Context: an optimization exercise on an open-source flow, tuned for small area, a short achievable clock period and few clock cycles. The choices shown serve that exercise and are no tape-out recipe.
RTL that was checked went through simulation tests only; none was proved equivalent to the original.
Power and IR drop assume default switching activity.

zinc:
## qr_decode
module qr_decode(
    input clk,
    input srstn,
    input qr_decode_start,
    input [15:0] sram_rdata,
    output reg [9:0] sram_raddr,
    output reg decode_valid,
    output [7:0] decode_jis8_code,
    output reg qr_decode_finish
);
localparam S_IDLE = 4'd0, S_SCANA = 4'd1, S_SCANB = 4'd2, S_RIGHT = 4'd3,
           S_BLK = 4'd4, S_RING0 = 4'd5, S_RING1 = 4'd6, S_DEC2 = 4'd7,
           S_PROBE = 4'd8, S_ROT = 4'd9, S_DATA = 4'd10;
localparam [9:0] ADDR0 = {5'd1, 5'd2};
reg [3:0] state, state_n;
reg [9:0] raddr_n;
reg [3:0] bsel, bsel_n;         
reg [3:0] bselL, bselL_n;       
reg oor, oor_n;                 
reg [15:0] SA;
reg [14:0] SB;
wire srch = (state <= 4'd5);
wire [3:0] hA = SA[15:12];       
wire [3:0] hR = SA[11:8];        
wire [3:0] hC = SA[7:4];         
wire [3:0] hC2 = SA[3:0];
reg [3:0] hA_n, hR_n, hC_n, hC2_n;
reg [2:0] cnt, cnt_n;
wire [7:0] colacc = SB[14:7];
wire [7:0] rowacc = {1'b0, SB[6:0]};
reg [7:0] colacc_n, rowacc_n;
reg [6:0] xa, xa_n, ya, ya_n, xb, xb_n;
reg sL, sL_n, sR, sR_n;
reg tl, tl_n;
reg [1:0] rot, rot_n;
reg [2:0] m, m_n;
reg first, first_n;
reg strA, strA_n, strB, strB_n;    
reg [6:0] OX, OX_n, OY, OY_n;      
reg pv1, pv1_n, two1, two1_n, mR1, mR1_n, mL1, mL1_n;
reg [1:0] ft1, ft1_n, tg1, tg1_n;
reg pv, pv_n, two, two_n, mR, mR_n, mL, mL_n;
reg [1:0] ft, ft_n, tg, tg_n;      
wire [4:0] nc = SA[15:11];
wire [4:0] nr = SA[10:6];
wire nh = SA[5];
wire [1:0] late = SA[4:3];
reg [4:0] nc_n, nr_n;
reg nh_n;
reg [1:0] late_n;
wire [8:0] acc = SB[14:6];
wire [2:0] nacc = SA[2:0];
wire [4:0] rem = SB[5:1];
wire gotn = SB[0];
reg [8:0] acc_n;
reg [2:0] nacc_n;
reg [4:0] rem_n;
reg gotn_n, capn, capn_n;
reg valid_n, fin_n;
function [15:0] dec16;
    input [3:0] v;
    dec16 = 16'd1 << v;
endfunction
wire nz = |sram_rdata;
wire pbit = |(sram_rdata & dec16(bsel)) & ~oor;
wire lbit = |(sram_rdata & dec16(bselL));
  ...
Size in the first run: ~1,800 cells after synthesis, ~11,000 µm² of cells after synthesis.
==> flow/config.mk <==
export PLATFORM = sky130hd
export DESIGN_NAME = qr_decode
export DESIGN_NICKNAME = qr_decode
export VERILOG_FILES = /design/flow/design.v
export SDC_FILE = /design/flow/constraint.sdc
export NUM_CORES = 8
export LEC_CHECK = 0
export ABC_AREA = 1
export ABC_CLOCK_PERIOD_IN_PS = 3000
export CAP_MARGIN = 20
export CORE_MARGIN = 2
export CORE_UTILIZATION = 40
export SETUP_SLACK_MARGIN = 5
export SLEW_MARGIN = 20
==> flow/constraint.sdc <==
create_clock -name core_clock -period 8.0 [get_ports {clk}]
set_input_delay 1.6000 -clock core_clock [delete_from_list [all_inputs] [get_ports {clk}]]
set_output_delay 1.6000 -clock core_clock [all_outputs]
set_load 0.01 [all_outputs]
standard.sh (not shown) runs the stock make flow with config.mk's settings and CLKGATE_MAP_FILE= SYNTH_SCRIPT=/design/flow/synth_recipe.tcl, a recipe that flattens the netlist after the stock synthesis.
==> flow/flow/run.sh <==
#!/bin/bash
# Layout flow: the standard flow, except that after the standard synthesis
# the combinational logic is mapped again without the adder cells (half and
# full adders), which are slower and larger here than plain gates. Every
# flip-flop instance of the standard synthesis is kept as it is (blackboxed
# during the remap), so the registers keep their names and cell types.
set -euo pipefail
P=${FLOW_PLATFORM:-sky130hd}
R=orfs/results/$P/qr_decode/base
L=orfs/logs/$P/qr_decode/base
YOSYS=${YOSYS_EXE:-$(command -v yosys || echo "$FLOW_HOME/../tools/install/yosys/bin/yosys")}
LIB=$FLOW_HOME/platforms/$P/lib/sky130_fd_sc_hd__tt_025C_1v80.lib

# 1. standard synthesis
bash standard.sh synth > flow_1_synth.log 2>&1

# 2. remap the combinational logic with the same abc command the synthesis used
cp "$R/1_2_yosys.v" flow_std_netlist.v
ABCLINE=$(grep -m1 '^abc -script' "$L/1_2_yosys.log")
{
  echo "read_liberty -ignore_miss_func $LIB"
  echo "read_verilog flow_std_netlist.v"
  echo "hierarchy -top $FLOW_TOP"
  grep -oE 'sky130_fd_sc_hd__[a-z0-9_]+' flow_std_netlist.v | sort -u | grep -E '__(e?dfx|df|dl|sdf|conb)' | sed 's/^/blackbox /'
  echo "flatten"
  echo "opt_clean"
  echo "$ABCLINE"
  echo "rename -hide w:*.*"
  echo "opt_clean -purge"
  echo "hilomap -singleton -hicell sky130_fd_sc_hd__conb_1 HI -locell sky130_fd_sc_hd__conb_1 LO"
  echo "insbuf -buf sky130_fd_sc_hd__buf_4 A X"
  echo "tee -o flow_remap_stat.txt stat -liberty $LIB"
  echo "write_verilog -noattr -nohex -nodec flow_remapped.v"
} > flow_remap.ys
"$YOSYS" -s flow_remap.ys > flow_2_remap.log 2>&1
# the written netlist, read back against the cell library, must be clean
"$YOSYS" -p "read_liberty -lib $LIB; read_verilog flow_remapped.v; hierarchy -top $FLOW_TOP; check -assert" > flow_2_check.log 2>&1

# the flip-flops must be the standard synthesis's, one for one
grep -oE 'sky130_fd_sc_hd__e?dfx[a-z]*_[0-9]+ [^ ]+' flow_std_netlist.v | sort > flow_ff_std.txt
grep -oE 'sky130_fd_sc_hd__e?dfx[a-z]*_[0-9]+ [^ ]+' flow_remapped.v | sort > flow_ff_new.txt
cmp flow_ff_std.txt flow_ff_new.txt

# 3. the rest of the standard flow from the remapped netlist
cp flow_remapped.v "$R/1_2_yosys.v"
touch "$R/1_2_yosys.v"
bash standard.sh > flow_3_layout.log 2>&1
Changes in ember relative to zinc:
--- a/flow/design.v
+++ b/flow/design.v
@@ -63,15 +63,13 @@
 endfunction
 wire nz = |sram_rdata;
 wire pbit = |(sram_rdata & dec16(bsel)) & ~oor;
 wire lbit = |(sram_rdata & dec16(bselL));
 wire [3:0] wcol = sram_rdata[3:0] | sram_rdata[7:4] | sram_rdata[11:8] | sram_rdata[15:12];
 wire [3:0] wrow = {|sram_rdata[15:12], |sram_rdata[11:8], |sram_rdata[7:4], |sram_rdata[3:0]};
-reg rt, rt_n;
-assign decode_jis8_code = acc[7:0];
-wire [8:0] accb = rt ? {8'd0, acc[8]} : acc;
+assign decode_jis8_code = nacc[0] ? acc[8:1] : acc[7:0];
 function [2:0] ffs8;   
     input [7:0] v;
     casez (v)
         8'b???????1: ffs8 = 3'd0;
         8'b??????10: ffs8 = 3'd1;
         8'b?????100: ffs8 = 3'd2;
@@ -149,24 +147,16 @@
 wire [6:0] y0_c = (yLo < frow) ? ya : yB_c;
 wire [4:0] c1 = {hA, 1'b0};
 wire [4:0] wlo = (c1 <= 5'd14) ? 5'd2 : c1 - 5'd12;
 wire [4:0] whi = (c1 >= 5'd18) ? 5'd30 : c1 + 5'd12;
 wire [4:0] arow = sram_raddr[9:5];
 wire [4:0] acol = sram_raddr[4:0];
-reg [4:0] cst;           
-always @(*) begin
-    case (acol)
-        5'd2, 5'd12, 5'd22: cst = 5'd4;
-        5'd4, 5'd14, 5'd24: cst = 5'd6;
-        5'd6, 5'd16, 5'd26: cst = 5'd8;
-        5'd8, 5'd18, 5'd28: cst = 5'd10;
-        default:            cst = 5'd2;
-    endcase
-end
-wire [9:0] sa_miss = (acol >= 5'd21) ? {arow + 5'd1, cst} : {arow, acol + 5'd10};
-wire [4:0] sbrow = (arow <= 5'd7) ? 5'd2 : arow - 5'd5 + {4'd0, ~arow[0]};
+wire [4:0] aRow1 = arow + 5'd1;
+wire [9:0] sa_miss = (acol >= 5'd23) ? {aRow1, (aRow1[1:0] == 2'd0) ? 5'd8 : {2'b00, aRow1[1:0], 1'b0}}
+                                      : {arow, acol + 5'd8};
+wire [4:0] sbrow = (arow <= 5'd6) ? 5'd2 : arow - 5'd4 + {4'd0, arow[0]};
 wire [9:0] sa_hit = {sbrow, (acol <= 5'd14) ? 5'd2 : acol - 5'd12};
 wire [9:0] sb_miss = (acol == whi) ? {arow + 5'd2, wlo} : {arow, acol + 5'd2};
 wire [9:0] sb_hit = (acol == 5'd30) ? {arow - 5'd1, 5'd29}
                                     : {arow, (acol >= 5'd18) ? 5'd30 : acol + 5'd12};
 wire rdone = (acol[4:1] == hC + 4'd1);
 wire [9:0] blk0 = {hRm1, hCm1};
@@ -313,13 +303,13 @@
             late_n = 2'd2;
         end else
             nc_n = nc - 5'd1;
     end else if (!nh && nstr) begin
         nc_n = nc; nr_n = nr; nh_n = 1'b1;
     end
-    acc_n = acc; rt_n = rt; nacc_n = nacc; rem_n = rem; gotn_n = gotn; capn_n = 1'b0;
+    acc_n = acc; nacc_n = nacc; rem_n = rem; gotn_n = gotn; capn_n = 1'b0;
     valid_n = 1'b0; fin_n = 1'b0;
     b1 = 1'b0; b2 = 1'b0; tot = 4'd0; accs = acc;
     stage2 = 1'b0; issue = 1'b0;
     case (state)
     S_IDLE, S_SCANA: begin
         if (state == S_SCANA || qr_decode_start) begin
@@ -449,23 +439,18 @@
                 m_n[1] = b1;
             end else if (ft == 2'd3) begin
                 m_n[2] = ~b1;
             end else begin
                 b1 = b1 ^ mRl;
                 b2 = b2 ^ mLl;
-                accs = two ? {accb[6:0], b1, b2} : {accb[7:0], b1};
+                accs = two ? {acc[6:0], b1, b2} : {acc[7:0], b1};
                 acc_n = accs;
-                rt_n = 1'b0;
                 tot = {1'b0, nacc} + (two ? 4'd2 : 4'd1);
                 nacc_n = tot[2:0];
                 if (tot[3]) begin
                     nacc_n = {2'b00, tot[0]};
-                    if (tot[0]) begin
-                        acc_n = {accs[0], accs[8:1]};
-                        rt_n = 1'b1;
-                    end
                     if (!gotn) begin
                         gotn_n = 1'b1;
                         capn_n = 1'b1;
                     end else begin
                         valid_n = 1'b1;
                         rem_n = rem - 5'd1;
@@ -482,13 +467,13 @@
         raddr_n = ADDR0;
     end
     endcase
     if (state == S_PROBE || state == S_ROT) begin
         first_n = 1'b1;
         nc_n = 5'd4; nr_n = 5'd8; nh_n = 1'b0; late_n = 2'd0;
-        nacc_n = 3'd0; gotn_n = 1'b0; rt_n = 1'b0;
+        nacc_n = 3'd0; gotn_n = 1'b0;
     end
     if (issue)
         pv1_n = 1'b1;
     if (stage2)
         pv_n = pv1;
     if (fin_n || (state == S_IDLE && !qr_decode_start))
@@ -528,9 +513,9 @@
     sL <= sL_n; sR <= sR_n; tl <= tl_n;
     rot <= rot_n; m <= m_n; first <= first_n;
     strA <= strA_n; strB <= strB_n;
     OX <= OX_n; OY <= OY_n;
     pv1 <= pv1_n; two1 <= two1_n; ft1 <= ft1_n; mR1 <= mR1_n; mL1 <= mL1_n; tg1 <= tg1_n;
     pv <= pv_n; two <= two_n; ft <= ft_n; mR <= mR_n; mL <= mL_n; tg <= tg_n;
-    capn <= capn_n; rt <= rt_n;
+    capn <= capn_n;
 end
 endmodule
Results
Taking zinc as the reference, in ember worst slack at placement has increased, final worst slack has increased, share of the clock period used by the worst path after layout has decreased, global-route usage has remained practically unchanged. The clock skew number comes out higher for zinc vs ember. When the final numbers for zinc and ember were put side by side, the proportion of power drawn by combinational gates turned out to be greater in ember. Re maximum cell stage delay along the critical path: ember is 0.15 ns up on zinc.
Testbench counts of ember, summed over its fixed seeds: cycles 39,330.
The RTL of zinc was laid out without a check of its function.

## re-timing with driven ports
No port has a modelled driver above. Below, the same layouts with a new extraction and two added sets of constraints.
Step 1 sets driving cells, clkbuf_16 on the clock port and buf_2 on the other inputs (assumed; they add their load-dependent delay and slew).
Step 2 times the ports against the registers' clock, not the clock port: input delays grow and output delays shrink by t, the midpoint of the rising clock arrivals with the driver on.
Slacks: ideal / step 1 / step 2; pairs: ideal / step 1.
| run | shift t [ns] | slack for setup (ns) | clock arrival spread, ns |
|---|---|---|---|
| zinc | 0.487 | 4.758 / 4.769 / 4.281 | 0.020 / 0.021 |
| ember | 0.478 | 4.950 / 4.902 / 4.555 | 0.009 / 0.009 |
After both steps every run listed still meets setup and hold. For zinc, which loses most, drivers alone change the setup slack by +0.011 ns; drivers and shift together by -0.477 ns.
